Source: an optimization exercise on an open RTL-to-GDS flow (aim: small area and a short achievable clock period). Production flows keep margins and buffers that such runs may drop. The RTL was checked by simulation tests, not by an equivalence proof against the original design.

## flow/design.v (module list and top-level ports; edited modules follow where they fit)
// module cnn: 114 lines
// module mul: 16 lines
// module pp_sel: 5 lines
// module pp_sel_0: 5 lines
// module pp_sel_24: 5 lines
// module pp_sel_25: 5 lines
// module csa_fa: 6 lines
// module mant_mul: 1151 lines
// module add: 45 lines
module cnn(clk,rst,data_valid,data,
				data_b,
				data_w,
				result_en,
				result1);
  // ...
==> flow/flow/run.sh <==
#!/bin/bash
# Standard layout, with two changes to how it is made:
# - port buffers are buf_2 cells (every input and output port still gets one);
# - the timing repairs (floorplan, CTS, global route) aim for a setup slack
#   close to what the input/output delays allow, instead of the default 0.
set -euo pipefail
bash standard.sh SETUP_SLACK_MARGIN=49.7 "BUFFER_PORTS_ARGS=-buffer_cell sky130_fd_sc_hd__buf_2" finish > make_finish.log 2>&1
==> flow/standard.sh <==
#!/bin/bash
# synth_recipe.tcl (not shown) runs the flow's synth.tcl, then flattens the netlist and writes it again
# the make line also repeats each setting of config.mk as NAME=value (left out here)
make -C /OpenROAD-flow-scripts/flow DESIGN_CONFIG=/design/flow/config.mk WORK_HOME=/design/flow/orfs CLKGATE_MAP_FILE= SYNTH_SCRIPT=/design/flow/synth_recipe.tcl "${@:-finish}"
==> flow/config.mk <==
export PLATFORM = sky130hd
export DESIGN_NAME = cnn
export DESIGN_NICKNAME = cnn
export VERILOG_FILES = /design/flow/design.v
export SDC_FILE = /design/flow/constraint.sdc
export NUM_CORES = 4
export LEC_CHECK = 0
export CAP_MARGIN = 20
export CELL_PAD_IN_SITES_DETAIL_PLACEMENT = 1
export CELL_PAD_IN_SITES_GLOBAL_PLACEMENT = 1
export CORE_MARGIN = 2
export CORE_UTILIZATION = 40
export PLACE_DENSITY = 0.6
export SLEW_MARGIN = 20
export SYNTH_HIERARCHICAL = 1
export SYNTH_MINIMUM_KEEP_SIZE = 0
==> flow/constraint.sdc <==
create_clock -name core_clock -period 64.0 [get_ports {clk}]
set_input_delay 12.8000 -clock core_clock [delete_from_list [all_inputs] [get_ports {clk}]]
set_output_delay 12.8000 -clock core_clock [all_outputs]
set_load 0.01 [all_outputs]
==> metrics.md, run 1 <==
| Metric | Value |
|---|---|
| Number of nets with antenna violations after detailed routing | `0` |
| Via count | `215700` |
| Ratio of final minimum period to clock period | `0.2223` |
| Global-route wire length before repair | `1503000 um` |
| Fraction of area in multi-input gates | `0.6207` |
| Cells traversed along the worst timing path | `buf_2` |
| Post-layout utilization of the core | `0.4463` |
| Peak per-stage delay on the critical path | `0.31 ns` |
| Leading cell types in the layout, fill and taps excluded | `2475 x sky130_fd_sc_hd__a222oi_1, 2178 x sky130_fd_sc_hd__fa_1, 1856 x sky130_fd_sc_hd__edfxtp_1, 1501 x sky130_fd_sc_hd__a21oi_1, 1467 x sky130_fd_sc_hd__nor2_1` |
| Met1 WL | `407300 um` |
| Clock network latency to the later pin of the worst-skew pair | `1.05 ns` |
| Busiest metal layer after global routing | `met2` |
| Result of the run | `no timing/DRC/antenna violations` |
| Critical path buffers and inverters | `1` |
| Cell depth of the worst hold path | `0` |
| Routability cong. | `0.9255` |
| Final sequential cell count | `2677` |
| Signed area change from the synthesized netlist to the final layout | `11.04%` |
| Hold Buf Count CTS | `0` |
| Crit Path Class | `reg2out` |
| Row Count | `284` |
| Total Wirelength | `1015000 um` |
| Number of warnings reported in the yosys synthesis log | `16` |
| Total of endpoints with negative setup slack in the final report | `0` |
==> module cnn, before the edit <==
module cnn(clk,rst,data_valid,data,
				data_b,
				data_w,
				result_en,
				result1);
input clk;
input rst;
input data_valid;
input [32-1 :0]data;
input [32-1 :0] data_b;
input [32*9 -1 :0] data_w;
output result_en;
output [32-1:0] result1;
reg [287:0] w_r;
reg [31:0] b_r;
always @(posedge clk) begin
	w_r <= data_w;
	b_r <= data_b;
end
reg [4:0] col, row;
always @(posedge clk) begin
	if (rst) begin
		col <= 5'd0;
		row <= 5'd0;
	end
	else if (data_valid) begin
		if (col == 5'd27) begin
			col <= 5'd0;
			row <= (row == 5'd27) ? 5'd0 : row + 5'd1;
		end
		else
			col <= col + 5'd1;
	end
end
reg v0, v2, v3, v4, en;
reg c0, c2;
reg r0, r2, r3, r4;
always @(posedge clk) begin
	if (rst) begin
		v0 <= 1'b0; v2 <= 1'b0; v3 <= 1'b0; v4 <= 1'b0;
		en <= 1'b0;
	end
	else begin
		v0 <= data_valid;
		v2 <= v0;
		v3 <= v2 & c2;
		v4 <= v3;
		en <= v4 & r4;
	end
	c0 <= (col >= 5'd2);
	r0 <= (row >= 5'd2);
	c2 <= c0;
	r2 <= r0; r3 <= r2; r4 <= r3;
end
reg [31:0] x_r;
always @(posedge clk)
	x_r <= data;
wire xs = x_r[31];
wire [7:0] xe = x_r[30:23];
wire [22:0] xf = x_r[22:0];
wire xz = (xf == 23'd0);
wire [25:0] x3 = {2'b01, xf} + {1'b1, xf, 1'b0};
wire [31:0] pw [0:8];
reg  [31:0] p_r [0:8];
genvar k;
generate
	for (k = 0; k < 9; k = k + 1) begin : m
		mul mk(.xs(xs), .xe(xe), .xz(xz), .X({1'b1, xf}), .X3(x3),
			.w(w_r[32*k +: 32]), .p(pw[k]));
		always @(posedge clk)
			p_r[k] <= pw[k];
	end
endgenerate
reg [31:0] ha_r [0:2];
reg [31:0] hb_r [0:2];
reg [31:0] t_r  [0:2];
wire [31:0] hbw [0:2];
wire [31:0] tw  [0:2];
genvar i;
generate
	for (i = 0; i < 3; i = i + 1) begin : h
		add ab(.a(ha_r[i]), .b(p_r[3*i+1]), .ab(hbw[i]));
		add at(.a(hb_r[i]), .b(p_r[3*i+2]), .ab(tw[i]));
		always @(posedge clk) begin
			if (v2) begin
				ha_r[i] <= p_r[3*i];
				hb_r[i] <= hbw[i];
			end
			t_r[i] <= tw[i];
		end
	end
endgenerate
reg [32*26-1:0] d0, d1;
wire [31:0] d0_out = d0[32*26-1 -: 32];
wire [31:0] d1_out = d1[32*26-1 -: 32];
wire [31:0] uw, vw;
reg  [31:0] v_r;
add au(.a(d0_out), .b(t_r[1]), .ab(uw));
add av(.a(t_r[2]), .b(d1_out), .ab(vw));
always @(posedge clk) begin
	if (v3) begin
		d0 <= {d0[32*25-1:0], t_r[0]};
		d1 <= {d1[32*25-1:0], uw};
	end
	v_r <= vw;
end
wire [31:0] rw;
reg  [31:0] res_r;
add ar(.a(v_r), .b(b_r), .ab(rw));
always @(posedge clk)
	res_r <= rw;
assign result_en = en;
assign result1 = res_r;
endmodule
==> run 2: changes to the inputs <==
--- a/flow/design.v
+++ b/flow/design.v
@@ -55,42 +55,53 @@
 reg [31:0] x_r;
 always @(posedge clk)
 	x_r <= data;
 wire xs = x_r[31];
 wire [7:0] xe = x_r[30:23];
 wire [22:0] xf = x_r[22:0];
 wire xz = (xf == 23'd0);
 wire [25:0] x3 = {2'b01, xf} + {1'b1, xf, 1'b0};
+reg [31:0] xp_r;
+reg [25:0] xp3_r;
+always @(posedge clk)
+	if (v0) begin
+		xp_r <= x_r;
+		xp3_r <= x3;
+	end
+wire xpz = (xp_r[22:0] == 23'd0);
 wire [31:0] pw [0:8];
 reg  [31:0] p_r [0:8];
 genvar k;
 generate
 	for (k = 0; k < 9; k = k + 1) begin : m
-		mul mk(.xs(xs), .xe(xe), .xz(xz), .X({1'b1, xf}), .X3(x3),
-			.w(w_r[32*k +: 32]), .p(pw[k]));
+		if (k % 3 == 0) begin : prev
+			mul mk(.xs(xp_r[31]), .xe(xp_r[30:23]), .xz(xpz), .X({1'b1, xp_r[22:0]}),
+				.X3(xp3_r), .w(w_r[32*k +: 32]), .p(pw[k]));
+		end
+		else begin : cur
+			mul mk(.xs(xs), .xe(xe), .xz(xz), .X({1'b1, xf}), .X3(x3),
+				.w(w_r[32*k +: 32]), .p(pw[k]));
+		end
 		always @(posedge clk)
 			p_r[k] <= pw[k];
 	end
 endgenerate
-reg [31:0] ha_r [0:2];
 reg [31:0] hb_r [0:2];
 reg [31:0] t_r  [0:2];
 wire [31:0] hbw [0:2];
 wire [31:0] tw  [0:2];
 genvar i;
 generate
 	for (i = 0; i < 3; i = i + 1) begin : h
-		add ab(.a(ha_r[i]), .b(p_r[3*i+1]), .ab(hbw[i]));
+		add ab(.a(p_r[3*i]), .b(p_r[3*i+1]), .ab(hbw[i]));
 		add at(.a(hb_r[i]), .b(p_r[3*i+2]), .ab(tw[i]));
 		always @(posedge clk) begin
-			if (v2) begin
-				ha_r[i] <= p_r[3*i];
+			if (v2)
 				hb_r[i] <= hbw[i];
-			end
 			t_r[i] <= tw[i];
 		end
 	end
 endgenerate
 reg [32*26-1:0] d0, d1;
 wire [31:0] d0_out = d0[32*26-1 -: 32];
 wire [31:0] d1_out = d1[32*26-1 -: 32];
 wire [31:0] uw, vw;
@@ -128,21 +139,16 @@
 wire [7:0] e = xe + w[30:23] + 8'd129 + {7'd0, n};
 assign p = z ? 32'd0 : {xs ^ w[31], e, f};
 endmodule
 module pp_sel(s1, s2, s3, a, b, c, rn);
 input s1, s2, s3, a, b, c;
 output rn;
 assign rn = ~((s1 & a) | (s2 & b) | (s3 & c));
 endmodule
-module pp_sel_0(s1, s3, a, c, rn);
-input s1, s3, a, c;
-output rn;
-assign rn = ~((s1 & a) | (s3 & c));
-endmodule
 module pp_sel_24(s2, s3, c, rn);
 input s2, s3, c;
 output rn;
 assign rn = ~(s2 | (s3 & c));
 endmodule
 module pp_sel_25(s3, c, rn);
 input s3, c;
 output rn;
@@ -192,17 +198,17 @@
 wire s9_3 = Wf[19] & Wf[18];
 wire s10_1 = ~Wf[21] & Wf[20];
 wire s10_2 = Wf[21] & ~Wf[20];
 wire s10_3 = Wf[21] & Wf[20];
 wire s11_1 = ~Wf[23] & Wf[22];
 wire s11_2 = Wf[23] & ~Wf[22];
 wire s11_3 = Wf[23] & Wf[22];
 wire r0_0;
-pp_sel_0 ps1(.s1(s0_1), .s3(s0_3), .a(X[0]), .c(X3[0]), .rn(r0_0));
+pp_sel ps1(.s1(s0_1), .s2(s0_2), .s3(s0_3), .a(X[0]), .b(1'b0), .c(X3[0]), .rn(r0_0));
 wire r0_1;
 pp_sel ps2(.s1(s0_1), .s2(s0_2), .s3(s0_3), .a(X[1]), .b(X[0]), .c(X3[1]), .rn(r0_1));
 wire r0_2;
 pp_sel ps3(.s1(s0_1), .s2(s0_2), .s3(s0_3), .a(X[2]), .b(X[1]), .c(X3[2]), .rn(r0_2));
 wire r0_3;
 pp_sel ps4(.s1(s0_1), .s2(s0_2), .s3(s0_3), .a(X[3]), .b(X[2]), .c(X3[3]), .rn(r0_3));
 wire r0_4;
 pp_sel ps5(.s1(s0_1), .s2(s0_2), .s3(s0_3), .a(X[4]), .b(X[3]), .c(X3[4]), .rn(r0_4));
@@ -244,17 +250,17 @@
 pp_sel ps23(.s1(s0_1), .s2(s0_2), .s3(s0_3), .a(X[22]), .b(X[21]), .c(X3[22]), .rn(r0_22));
 wire r0_23;
 pp_sel ps24(.s1(s0_1), .s2(s0_2), .s3(s0_3), .a(1'b1), .b(X[22]), .c(X3[23]), .rn(r0_23));
 wire r0_24;
 pp_sel_24 ps25(.s2(s0_2), .s3(s0_3), .c(X3[24]), .rn(r0_24));
 wire r0_25;
 pp_sel_25 ps26(.s3(s0_3), .c(X3[25]), .rn(r0_25));
 wire r1_0;
-pp_sel_0 ps27(.s1(s1_1), .s3(s1_3), .a(X[0]), .c(X3[0]), .rn(r1_0));
+pp_sel ps27(.s1(s1_1), .s2(s1_2), .s3(s1_3), .a(X[0]), .b(1'b0), .c(X3[0]), .rn(r1_0));
 wire r1_1;
 pp_sel ps28(.s1(s1_1), .s2(s1_2), .s3(s1_3), .a(X[1]), .b(X[0]), .c(X3[1]), .rn(r1_1));
 wire r1_2;
 pp_sel ps29(.s1(s1_1), .s2(s1_2), .s3(s1_3), .a(X[2]), .b(X[1]), .c(X3[2]), .rn(r1_2));
 wire r1_3;
 pp_sel ps30(.s1(s1_1), .s2(s1_2), .s3(s1_3), .a(X[3]), .b(X[2]), .c(X3[3]), .rn(r1_3));
 wire r1_4;
 pp_sel ps31(.s1(s1_1), .s2(s1_2), .s3(s1_3), .a(X[4]), .b(X[3]), .c(X3[4]), .rn(r1_4));
@@ -296,17 +302,17 @@
 pp_sel ps49(.s1(s1_1), .s2(s1_2), .s3(s1_3), .a(X[22]), .b(X[21]), .c(X3[22]), .rn(r1_22));
 wire r1_23;
 pp_sel ps50(.s1(s1_1), .s2(s1_2), .s3(s1_3), .a(1'b1), .b(X[22]), .c(X3[23]), .rn(r1_23));
 wire r1_24;
 pp_sel_24 ps51(.s2(s1_2), .s3(s1_3), .c(X3[24]), .rn(r1_24));
 wire r1_25;
 pp_sel_25 ps52(.s3(s1_3), .c(X3[25]), .rn(r1_25));
 wire r2_0;
-pp_sel_0 ps53(.s1(s2_1), .s3(s2_3), .a(X[0]), .c(X3[0]), .rn(r2_0));
+pp_sel ps53(.s1(s2_1), .s2(s2_2), .s3(s2_3), .a(X[0]), .b(1'b0), .c(X3[0]), .rn(r2_0));
 wire r2_1;
 pp_sel ps54(.s1(s2_1), .s2(s2_2), .s3(s2_3), .a(X[1]), .b(X[0]), .c(X3[1]), .rn(r2_1));
 wire r2_2;
 pp_sel ps55(.s1(s2_1), .s2(s2_2), .s3(s2_3), .a(X[2]), .b(X[1]), .c(X3[2]), .rn(r2_2));
 wire r2_3;
 pp_sel ps56(.s1(s2_1), .s2(s2_2), .s3(s2_3), .a(X[3]), .b(X[2]), .c(X3[3]), .rn(r2_3));
 wire r2_4;
 pp_sel ps57(.s1(s2_1), .s2(s2_2), .s3(s2_3), .a(X[4]), .b(X[3]), .c(X3[4]), .rn(r2_4));
@@ -348,17 +354,17 @@
 pp_sel ps75(.s1(s2_1), .s2(s2_2), .s3(s2_3), .a(X[22]), .b(X[21]), .c(X3[22]), .rn(r2_22));
 wire r2_23;
 pp_sel ps76(.s1(s2_1), .s2(s2_2), .s3(s2_3), .a(1'b1), .b(X[22]), .c(X3[23]), .rn(r2_23));
 wire r2_24;
 pp_sel_24 ps77(.s2(s2_2), .s3(s2_3), .c(X3[24]), .rn(r2_24));
 wire r2_25;
 pp_sel_25 ps78(.s3(s2_3), .c(X3[25]), .rn(r2_25));
 wire r3_0;
-pp_sel_0 ps79(.s1(s3_1), .s3(s3_3), .a(X[0]), .c(X3[0]), .rn(r3_0));
+pp_sel ps79(.s1(s3_1), .s2(s3_2), .s3(s3_3), .a(X[0]), .b(1'b0), .c(X3[0]), .rn(r3_0));
 wire r3_1;
 pp_sel ps80(.s1(s3_1), .s2(s3_2), .s3(s3_3), .a(X[1]), .b(X[0]), .c(X3[1]), .rn(r3_1));
 wire r3_2;
 pp_sel ps81(.s1(s3_1), .s2(s3_2), .s3(s3_3), .a(X[2]), .b(X[1]), .c(X3[2]), .rn(r3_2));
 wire r3_3;
 pp_sel ps82(.s1(s3_1), .s2(s3_2), .s3(s3_3), .a(X[3]), .b(X[2]), .c(X3[3]), .rn(r3_3));
 wire r3_4;
 pp_sel ps83(.s1(s3_1), .s2(s3_2), .s3(s3_3), .a(X[4]), .b(X[3]), .c(X3[4]), .rn(r3_4));
@@ -400,17 +406,17 @@
 pp_sel ps101(.s1(s3_1), .s2(s3_2), .s3(s3_3), .a(X[22]), .b(X[21]), .c(X3[22]), .rn(r3_22));
 wire r3_23;
 pp_sel ps102(.s1(s3_1), .s2(s3_2), .s3(s3_3), .a(1'b1), .b(X[22]), .c(X3[23]), .rn(r3_23));
 wire r3_24;
 pp_sel_24 ps103(.s2(s3_2), .s3(s3_3), .c(X3[24]), .rn(r3_24));
 wire r3_25;
 pp_sel_25 ps104(.s3(s3_3), .c(X3[25]), .rn(r3_25));
 wire r4_0;
-pp_sel_0 ps105(.s1(s4_1), .s3(s4_3), .a(X[0]), .c(X3[0]), .rn(r4_0));
+pp_sel ps105(.s1(s4_1), .s2(s4_2), .s3(s4_3), .a(X[0]), .b(1'b0), .c(X3[0]), .rn(r4_0));
 wire r4_1;
 pp_sel ps106(.s1(s4_1), .s2(s4_2), .s3(s4_3), .a(X[1]), .b(X[0]), .c(X3[1]), .rn(r4_1));
 wire r4_2;
 pp_sel ps107(.s1(s4_1), .s2(s4_2), .s3(s4_3), .a(X[2]), .b(X[1]), .c(X3[2]), .rn(r4_2));
 wire r4_3;
 pp_sel ps108(.s1(s4_1), .s2(s4_2), .s3(s4_3), .a(X[3]), .b(X[2]), .c(X3[3]), .rn(r4_3));
 wire r4_4;
 pp_sel ps109(.s1(s4_1), .s2(s4_2), .s3(s4_3), .a(X[4]), .b(X[3]), .c(X3[4]), .rn(r4_4));
@@ -452,17 +458,17 @@
 pp_sel ps127(.s1(s4_1), .s2(s4_2), .s3(s4_3), .a(X[22]), .b(X[21]), .c(X3[22]), .rn(r4_22));
 wire r4_23;
 pp_sel ps128(.s1(s4_1), .s2(s4_2), .s3(s4_3), .a(1'b1), .b(X[22]), .c(X3[23]), .rn(r4_23));
 wire r4_24;
 pp_sel_24 ps129(.s2(s4_2), .s3(s4_3), .c(X3[24]), .rn(r4_24));
 wire r4_25;
 pp_sel_25 ps130(.s3(s4_3), .c(X3[25]), .rn(r4_25));
 wire r5_0;
-pp_sel_0 ps131(.s1(s5_1), .s3(s5_3), .a(X[0]), .c(X3[0]), .rn(r5_0));
+pp_sel ps131(.s1(s5_1), .s2(s5_2), .s3(s5_3), .a(X[0]), .b(1'b0), .c(X3[0]), .rn(r5_0));
 wire r5_1;
 pp_sel ps132(.s1(s5_1), .s2(s5_2), .s3(s5_3), .a(X[1]), .b(X[0]), .c(X3[1]), .rn(r5_1));
 wire r5_2;
 pp_sel ps133(.s1(s5_1), .s2(s5_2), .s3(s5_3), .a(X[2]), .b(X[1]), .c(X3[2]), .rn(r5_2));
 wire r5_3;
 pp_sel ps134(.s1(s5_1), .s2(s5_2), .s3(s5_3), .a(X[3]), .b(X[2]), .c(X3[3]), .rn(r5_3));
 wire r5_4;
 pp_sel ps135(.s1(s5_1), .s2(s5_2), .s3(s5_3), .a(X[4]), .b(X[3]), .c(X3[4]), .rn(r5_4));
@@ -504,17 +510,17 @@
 pp_sel ps153(.s1(s5_1), .s2(s5_2), .s3(s5_3), .a(X[22]), .b(X[21]), .c(X3[22]), .rn(r5_22));
 wire r5_23;
 pp_sel ps154(.s1(s5_1), .s2(s5_2), .s3(s5_3), .a(1'b1), .b(X[22]), .c(X3[23]), .rn(r5_23));
 wire r5_24;
 pp_sel_24 ps155(.s2(s5_2), .s3(s5_3), .c(X3[24]), .rn(r5_24));
 wire r5_25;
 pp_sel_25 ps156(.s3(s5_3), .c(X3[25]), .rn(r5_25));
 wire r6_0;
-pp_sel_0 ps157(.s1(s6_1), .s3(s6_3), .a(X[0]), .c(X3[0]), .rn(r6_0));
+pp_sel ps157(.s1(s6_1), .s2(s6_2), .s3(s6_3), .a(X[0]), .b(1'b0), .c(X3[0]), .rn(r6_0));
 wire r6_1;
 pp_sel ps158(.s1(s6_1), .s2(s6_2), .s3(s6_3), .a(X[1]), .b(X[0]), .c(X3[1]), .rn(r6_1));
 wire r6_2;
 pp_sel ps159(.s1(s6_1), .s2(s6_2), .s3(s6_3), .a(X[2]), .b(X[1]), .c(X3[2]), .rn(r6_2));
 wire r6_3;
 pp_sel ps160(.s1(s6_1), .s2(s6_2), .s3(s6_3), .a(X[3]), .b(X[2]), .c(X3[3]), .rn(r6_3));
 wire r6_4;
 pp_sel ps161(.s1(s6_1), .s2(s6_2), .s3(s6_3), .a(X[4]), .b(X[3]), .c(X3[4]), .rn(r6_4));
@@ -556,17 +562,17 @@
 pp_sel ps179(.s1(s6_1), .s2(s6_2), .s3(s6_3), .a(X[22]), .b(X[21]), .c(X3[22]), .rn(r6_22));
 wire r6_23;
 pp_sel ps180(.s1(s6_1), .s2(s6_2), .s3(s6_3), .a(1'b1), .b(X[22]), .c(X3[23]), .rn(r6_23));
 wire r6_24;
 pp_sel_24 ps181(.s2(s6_2), .s3(s6_3), .c(X3[24]), .rn(r6_24));
 wire r6_25;
 pp_sel_25 ps182(.s3(s6_3), .c(X3[25]), .rn(r6_25));
 wire r7_0;
-pp_sel_0 ps183(.s1(s7_1), .s3(s7_3), .a(X[0]), .c(X3[0]), .rn(r7_0));
+pp_sel ps183(.s1(s7_1), .s2(s7_2), .s3(s7_3), .a(X[0]), .b(1'b0), .c(X3[0]), .rn(r7_0));
 wire r7_1;
 pp_sel ps184(.s1(s7_1), .s2(s7_2), .s3(s7_3), .a(X[1]), .b(X[0]), .c(X3[1]), .rn(r7_1));
 wire r7_2;
 pp_sel ps185(.s1(s7_1), .s2(s7_2), .s3(s7_3), .a(X[2]), .b(X[1]), .c(X3[2]), .rn(r7_2));
 wire r7_3;
 pp_sel ps186(.s1(s7_1), .s2(s7_2), .s3(s7_3), .a(X[3]), .b(X[2]), .c(X3[3]), .rn(r7_3));
 wire r7_4;
 pp_sel ps187(.s1(s7_1), .s2(s7_2), .s3(s7_3), .a(X[4]), .b(X[3]), .c(X3[4]), .rn(r7_4));
@@ -608,17 +614,17 @@
 pp_sel ps205(.s1(s7_1), .s2(s7_2), .s3(s7_3), .a(X[22]), .b(X[21]), .c(X3[22]), .rn(r7_22));
 wire r7_23;
 pp_sel ps206(.s1(s7_1), .s2(s7_2), .s3(s7_3), .a(1'b1), .b(X[22]), .c(X3[23]), .rn(r7_23));
 wire r7_24;
 pp_sel_24 ps207(.s2(s7_2), .s3(s7_3), .c(X3[24]), .rn(r7_24));
 wire r7_25;
 pp_sel_25 ps208(.s3(s7_3), .c(X3[25]), .rn(r7_25));
 wire r8_0;
-pp_sel_0 ps209(.s1(s8_1), .s3(s8_3), .a(X[0]), .c(X3[0]), .rn(r8_0));
+pp_sel ps209(.s1(s8_1), .s2(s8_2), .s3(s8_3), .a(X[0]), .b(1'b0), .c(X3[0]), .rn(r8_0));
 wire r8_1;
 pp_sel ps210(.s1(s8_1), .s2(s8_2), .s3(s8_3), .a(X[1]), .b(X[0]), .c(X3[1]), .rn(r8_1));
 wire r8_2;
 pp_sel ps211(.s1(s8_1), .s2(s8_2), .s3(s8_3), .a(X[2]), .b(X[1]), .c(X3[2]), .rn(r8_2));
 wire r8_3;
 pp_sel ps212(.s1(s8_1), .s2(s8_2), .s3(s8_3), .a(X[3]), .b(X[2]), .c(X3[3]), .rn(r8_3));
 wire r8_4;
 pp_sel ps213(.s1(s8_1), .s2(s8_2), .s3(s8_3), .a(X[4]), .b(X[3]), .c(X3[4]), .rn(r8_4));
@@ -660,17 +666,17 @@
 pp_sel ps231(.s1(s8_1), .s2(s8_2), .s3(s8_3), .a(X[22]), .b(X[21]), .c(X3[22]), .rn(r8_22));
 wire r8_23;
 pp_sel ps232(.s1(s8_1), .s2(s8_2), .s3(s8_3), .a(1'b1), .b(X[22]), .c(X3[23]), .rn(r8_23));
 wire r8_24;
 pp_sel_24 ps233(.s2(s8_2), .s3(s8_3), .c(X3[24]), .rn(r8_24));
 wire r8_25;
 pp_sel_25 ps234(.s3(s8_3), .c(X3[25]), .rn(r8_25));
 wire r9_0;
-pp_sel_0 ps235(.s1(s9_1), .s3(s9_3), .a(X[0]), .c(X3[0]), .rn(r9_0));
+pp_sel ps235(.s1(s9_1), .s2(s9_2), .s3(s9_3), .a(X[0]), .b(1'b0), .c(X3[0]), .rn(r9_0));
 wire r9_1;
 pp_sel ps236(.s1(s9_1), .s2(s9_2), .s3(s9_3), .a(X[1]), .b(X[0]), .c(X3[1]), .rn(r9_1));
 wire r9_2;
 pp_sel ps237(.s1(s9_1), .s2(s9_2), .s3(s9_3), .a(X[2]), .b(X[1]), .c(X3[2]), .rn(r9_2));
 wire r9_3;
 pp_sel ps238(.s1(s9_1), .s2(s9_2), .s3(s9_3), .a(X[3]), .b(X[2]), .c(X3[3]), .rn(r9_3));
 wire r9_4;
 pp_sel ps239(.s1(s9_1), .s2(s9_2), .s3(s9_3), .a(X[4]), .b(X[3]), .c(X3[4]), .rn(r9_4));
@@ -712,17 +718,17 @@
 pp_sel ps257(.s1(s9_1), .s2(s9_2), .s3(s9_3), .a(X[22]), .b(X[21]), .c(X3[22]), .rn(r9_22));
 wire r9_23;
 pp_sel ps258(.s1(s9_1), .s2(s9_2), .s3(s9_3), .a(1'b1), .b(X[22]), .c(X3[23]), .rn(r9_23));
 wire r9_24;
 pp_sel_24 ps259(.s2(s9_2), .s3(s9_3), .c(X3[24]), .rn(r9_24));
 wire r9_25;
 pp_sel_25 ps260(.s3(s9_3), .c(X3[25]), .rn(r9_25));
 wire r10_0;
-pp_sel_0 ps261(.s1(s10_1), .s3(s10_3), .a(X[0]), .c(X3[0]), .rn(r10_0));
+pp_sel ps261(.s1(s10_1), .s2(s10_2), .s3(s10_3), .a(X[0]), .b(1'b0), .c(X3[0]), .rn(r10_0));
 wire r10_1;
 pp_sel ps262(.s1(s10_1), .s2(s10_2), .s3(s10_3), .a(X[1]), .b(X[0]), .c(X3[1]), .rn(r10_1));
 wire r10_2;
 pp_sel ps263(.s1(s10_1), .s2(s10_2), .s3(s10_3), .a(X[2]), .b(X[1]), .c(X3[2]), .rn(r10_2));
 wire r10_3;
 pp_sel ps264(.s1(s10_1), .s2(s10_2), .s3(s10_3), .a(X[3]), .b(X[2]), .c(X3[3]), .rn(r10_3));
 wire r10_4;
 pp_sel ps265(.s1(s10_1), .s2(s10_2), .s3(s10_3), .a(X[4]), .b(X[3]), .c(X3[4]), .rn(r10_4));
@@ -764,17 +770,17 @@
 pp_sel ps283(.s1(s10_1), .s2(s10_2), .s3(s10_3), .a(X[22]), .b(X[21]), .c(X3[22]), .rn(r10_22));
 wire r10_23;
 pp_sel ps284(.s1(s10_1), .s2(s10_2), .s3(s10_3), .a(1'b1), .b(X[22]), .c(X3[23]), .rn(r10_23));
 wire r10_24;
 pp_sel_24 ps285(.s2(s10_2), .s3(s10_3), .c(X3[24]), .rn(r10_24));
 wire r10_25;
 pp_sel_25 ps286(.s3(s10_3), .c(X3[25]), .rn(r10_25));
 wire r11_0;
-pp_sel_0 ps287(.s1(s11_1), .s3(s11_3), .a(X[0]), .c(X3[0]), .rn(r11_0));
+pp_sel ps287(.s1(s11_1), .s2(s11_2), .s3(s11_3), .a(X[0]), .b(1'b0), .c(X3[0]), .rn(r11_0));
 wire r11_1;
 pp_sel ps288(.s1(s11_1), .s2(s11_2), .s3(s11_3), .a(X[1]), .b(X[0]), .c(X3[1]), .rn(r11_1));
 wire r11_2;
 pp_sel ps289(.s1(s11_1), .s2(s11_2), .s3(s11_3), .a(X[2]), .b(X[1]), .c(X3[2]), .rn(r11_2));
 wire r11_3;
 pp_sel ps290(.s1(s11_1), .s2(s11_2), .s3(s11_3), .a(X[3]), .b(X[2]), .c(X3[3]), .rn(r11_3));
 wire r11_4;
 pp_sel ps291(.s1(s11_1), .s2(s11_2), .s3(s11_3), .a(X[4]), .b(X[3]), .c(X3[4]), .rn(r11_4));
==> flow/flow/run.sh (replaced) <==
#!/bin/bash
# Standard layout (standard.sh), with these changes to how it is made:
# - synthesis runs flow/synth_mix.tcl: the standard flow's synthesis script with the fp
#   adder module mapped by ABC's area script (registers are unchanged);
# - port buffers are buf_2 cells (every input and output port still gets one);
# - the timing repairs (floorplan, CTS, global route) aim for a setup slack
#   close to what the input/output delays allow, instead of the default 0.
# Each ORFS step writes its full log under orfs/logs/; make's own output goes
# to make_finish.log.
set -euo pipefail
bash standard.sh "SYNTH_SCRIPT=$PWD/flow/synth_mix.tcl" SETUP_SLACK_MARGIN=49.7 \
  "BUFFER_PORTS_ARGS=-buffer_cell sky130_fd_sc_hd__buf_2" finish > make_finish.log 2>&1
==> flow/flow/synth_mix.tcl (new file) <==
# The standard synthesis script (synth_recipe.tcl), with one change: the
# fp adder module `add` is mapped by ABC's area script, every other module by
# the standard (speed) script. The adder holds no registers, so the registers
# and their names are those of the standard synthesis.
proc synth {args} { yosys synth -nofsm -noshare {*}$args }
set f [open $::env(SCRIPTS_DIR)/synth.tcl]
set src [read $f]
close $f
set old "  log_cmd abc {*}\$abc_args\n"
set new "  log_cmd abc {*}\[lreplace \$abc_args 1 1 \$::env(SCRIPTS_DIR)/abc_area.script\] add\n  log_cmd abc {*}\$abc_args\n"
set n [string first $old $src]
if { $n < 0 } { error "synth_mix.tcl: abc call not found in synth.tcl" }
set src [string replace $src $n [expr { $n + [string length $old] - 1 }] $new]
eval $src
# left out here: clear keep_hierarchy, flatten, clean up, hide names made inside functions, write 1_2_yosys.v
==> flow/config.mk (replaced) <==
export PLATFORM = sky130hd
export DESIGN_NAME = cnn
export DESIGN_NICKNAME = cnn
export VERILOG_FILES = /design/flow/design.v
export SDC_FILE = /design/flow/constraint.sdc
export NUM_CORES = 4
export LEC_CHECK = 0
export CAP_MARGIN = 20
export CELL_PAD_IN_SITES_DETAIL_PLACEMENT = 1
export CELL_PAD_IN_SITES_GLOBAL_PLACEMENT = 1
export CORE_MARGIN = 2
export CORE_UTILIZATION = 35
export CTS_CLUSTER_DIAMETER = 100
export CTS_CLUSTER_SIZE = 25
export PLACE_DENSITY = 0.5
export SLEW_MARGIN = 20
export SYNTH_HIERARCHICAL = 1
export SYNTH_MINIMUM_KEEP_SIZE = 0
==> run 2 against run 1 <==
Compared with the run above: still clean; maximum frequency rose by 0.12%; via count down 2.4%; global-route usage is 1.7 points lower; register-to-register slack better by 0.62 ns; final area is 4.0% lower; wire length rose by 4.0%; hold slack better by 0.0051 ns; clock-buffer cell count decreased by 174; final cell count rose by 7.5%.
==> metrics.md, run 2 <==
| Metric | Value |
|---|---|
| Die Y-Extent | `819.8 um` |
| Estimated wirelength of the detail-placed design | `721000 um` |
| Startpoint of the tightest hold check path | `c0` |
| Number of pins with negative max-slew slack in the final report | `0` |
| TritonCTS Buffers | `158` |
| Row Count | `299 (+5.3%)` |
| Arrival time at the worst endpoint | `1.41 ns` |
| CP Max Fanout | `1` |
| Synthesized area | `232900 um2` |
| Cell at the root of the clock tree | `sky130_fd_sc_hd__clkbuf_16` |
| Critical path launch point type | `register` |
| Area inside the core boundary | `662900 um2` |
| Leading cell types in the layout, fill and taps excluded | `3859 x sky130_fd_sc_hd__nand2_1, 2574 x sky130_fd_sc_hd__a222oi_1, 2178 x sky130_fd_sc_hd__fa_1, 1817 x sky130_fd_sc_hd__edfxtp_1, 1725 x sky130_fd_sc_hd__nand3_1` |
| Signed area change from the synthesized netlist to the final layout | `10.16%` |
| Cells traversed along the worst timing path | `buf_2` |
| Postcts setup bufs | `0` |
| Clock tree buffer depth | `4` |
| Reg-to-reg critical path endpoint | `p_r[5][29]` |
| Die footprint | `672100 um2` |
| Mean instance size in the synthesized netlist | `9.945 um2` |
| Routability cong. | `0.8980 (-3.0%)` |
| Critical path buffers and inverters | `1 (unchanged)` |
| Largest regs | `d0: 832 flops, d1: 832 flops` |
| Max Clock Freq | `70.38 MHz` |
| Clock network latency to the later pin of the worst-skew pair | `0.98 ns (-0.07 ns)` |
| Initial antenna violation count | `23` |
| Worst rel slew slack | `0.1382` |
| Commonest non-fill, non-tap cell in the layout | `sky130_fd_sc_hd__nand2_1` |
| Nature of the critical path endpoint | `primary output` |
| Kind of cell with the highest combined delay on the critical path | `flip-flops` |
| Placed cell area | `251100 um2` |
| Peak per-stage delay on the critical path | `0.30 ns (about the same)` |
| Maximum capacitance violations | `0` |
| Cell count after placement | `33280` |
| Total Routing Usage GR | `0.3034` |
| Number of nets in the layout | `28200` |
| Post-Route Skew | `0.09350 ns` |
| Ratio of final minimum period to clock period | `0.2220 (-0.0002578)` |
| Input/output buffers | `387` |
| Worst setup slack for register-to-register paths | `50.93 ns` |
| Vias in the first global route | `219000` |
| Routed wirelength normalized by instance count | `31.40 um` |
| Endpoint of the worst hold-timing path | `c2` |
| Worst R2R Start | `x_r[7]` |
| Number of clock sinks | `2638` |
| Post-layout instance count excluding filler cells | `33600` |
| Slew at the pin closest to its max-slew limit | `1.284 ns` |
| DR vias/cell | `6.265` |
| Violation count after the first detailed-routing iteration | `35140` |
| Via count | `210500 (-2.4%)` |
| Total of endpoints with negative setup slack in the final report | `0 (unchanged)` |
| Clock transition at the registers of the reported paths | `0.09 ns` |
| Hold Vio Cnt, Final | `0` |
| Global-route wire length before repair | `1535000 um (+2.2%)` |
| Final std cell area, no fill | `256600 um2` |
| Result of the run | `no timing/DRC/antenna violations` |
| Number of nets with antenna violations after detailed routing | `0 (unchanged)` |
| Number of warnings reported in the yosys synthesis log | `14 (-2)` |
| Starting density of the core | `0.3514` |
| Post-Route Hold Slack | `0.3322 ns` |
| Worst-path cell with the longest stage delay | `sky130_fd_sc_hd__dfxtp_1` |
| Cell depth of the worst hold path | `0 (unchanged)` |
| Fraction of final layout cells with drive strength greater than 1 | `0.09687` |
| Clock tree from TritonCTS | `built` |
| Length of the first detailed-routing pass in iterations | `15` |
| Worst setup startpoint | `en` |
| Die Width | `819.8 um` |
| Post-synthesis cell count | `23420` |
| Total Wirelength | `1055000 um (+4.0%)` |
| Crit Path Class | `reg2out` |
| Post-route DRC violation count | `0` |
| Setup repair after global routing missed its margin | `no` |
| Required time at the endpoint of the critical path | `51.20 ns` |
| HP Class | `reg2reg` |
| Top-level port count | `388` |
| Sum of overflow across all layers after global routing | `0` |
| Final sum of negative setup slack | `0 ns` |
| H-tree level count | `4` |
| Final critical delay including setup and external delays | `14.21 ns` |
| Maximum number of pins on one net before global-route repair | `134` |
| Path depth of the worst reg2reg path | `37` |
[run 2: worst max path at each step]
| stage | end | depth (start not counted) |
|---|---|---|
| after floorplan | p_r[1][29] | 34 |
| after global placement | row[4] | 6 |
| after detailed placement | row[4] | 6 |
| after CTS | result_en | 1 |
| after global routing | result1[30] | 1 |
| final | result_en | 1 |
[run 2: final cells by class]
type                       instances  area [um2]
timing repair buffer             957        6409
clock inverter                    67        1149
tap                             8879       11110
fill                           74940      406300
inverter                        1586        6021
clock buffer                     221        4264
sequential                      2638       71110
antenna                           29       72.57
multi-input combinational      19220      156500
[run 2: layer usage]
layer	vias to the layer above	global-route usage	share of wire	routed length, um
li1	90970	-	-	-
met1	106100	0.4011	0.41	435100
met2	11170	0.4709	0.44	459600
met3	2308	0.08763	0.11	113400
met4	10	0.1140	0.044	46940
met5	-	0.0007770	0.00010	108
[run 2: what timing repair did]
action | 4_1_cts | 5_1_grt
setup endpoints to repair | 5 | 0
hold endpoints to repair | 0 | 0
resized for setup | 5 | 0
hold buffers | 0 | 0
[run 2: per-stage QoR]
step | setup slack (ns) | util
2_1_floorplan | 49.77 | -
3_3_place_gp | 49.60 | 0.3787
3_5_place_dp | 49.66 | 0.3787
4_1_cts | 49.69 | 0.3869
5_1_grt | 49.72 | 0.3870
6_report | 49.79 | 0.3871

-- what the ideal ports hide --
In the flow no input, the clock included, has a driving cell. The finished layouts below were timed again as built, in two steps.
Step 1 (the two cells are an assumption about what drives the block):
set clk [get_ports {clk}]
set_driving_cell -lib_cell sky130_fd_sc_hd__clkbuf_16 $clk
set_driving_cell -lib_cell sky130_fd_sc_hd__buf_2 [delete_from_list [all_inputs] $clk]
Step 2 also shifts input and output timing later by t, the mid clock arrival at the registers, as if the neighbouring blocks saw the same clock.
Slacks: ideal ports / drivers / drivers and shift; pairs: ideal ports / drivers.
| run | t, ns | setup slack, ns | hold slack, ns | clock arrival spread, ns | pins driven straight from the clock port |
|---|---|---|---|---|---|
| run 1 | 1.131 | 49.774 / 49.644 / 49.712 | 0.327 / 0.327 / 0.327 | 0.094 / 0.094 | 1 |
| run 2 | 1.075 | 49.791 / 49.654 / 49.689 | 0.332 / 0.332 / 0.332 | 0.108 / 0.108 | 1 |
After both steps every run listed still meets setup and hold. The setup slack of run 2, which loses most, moves by -0.137 ns with the drivers and by -0.102 ns with both steps.
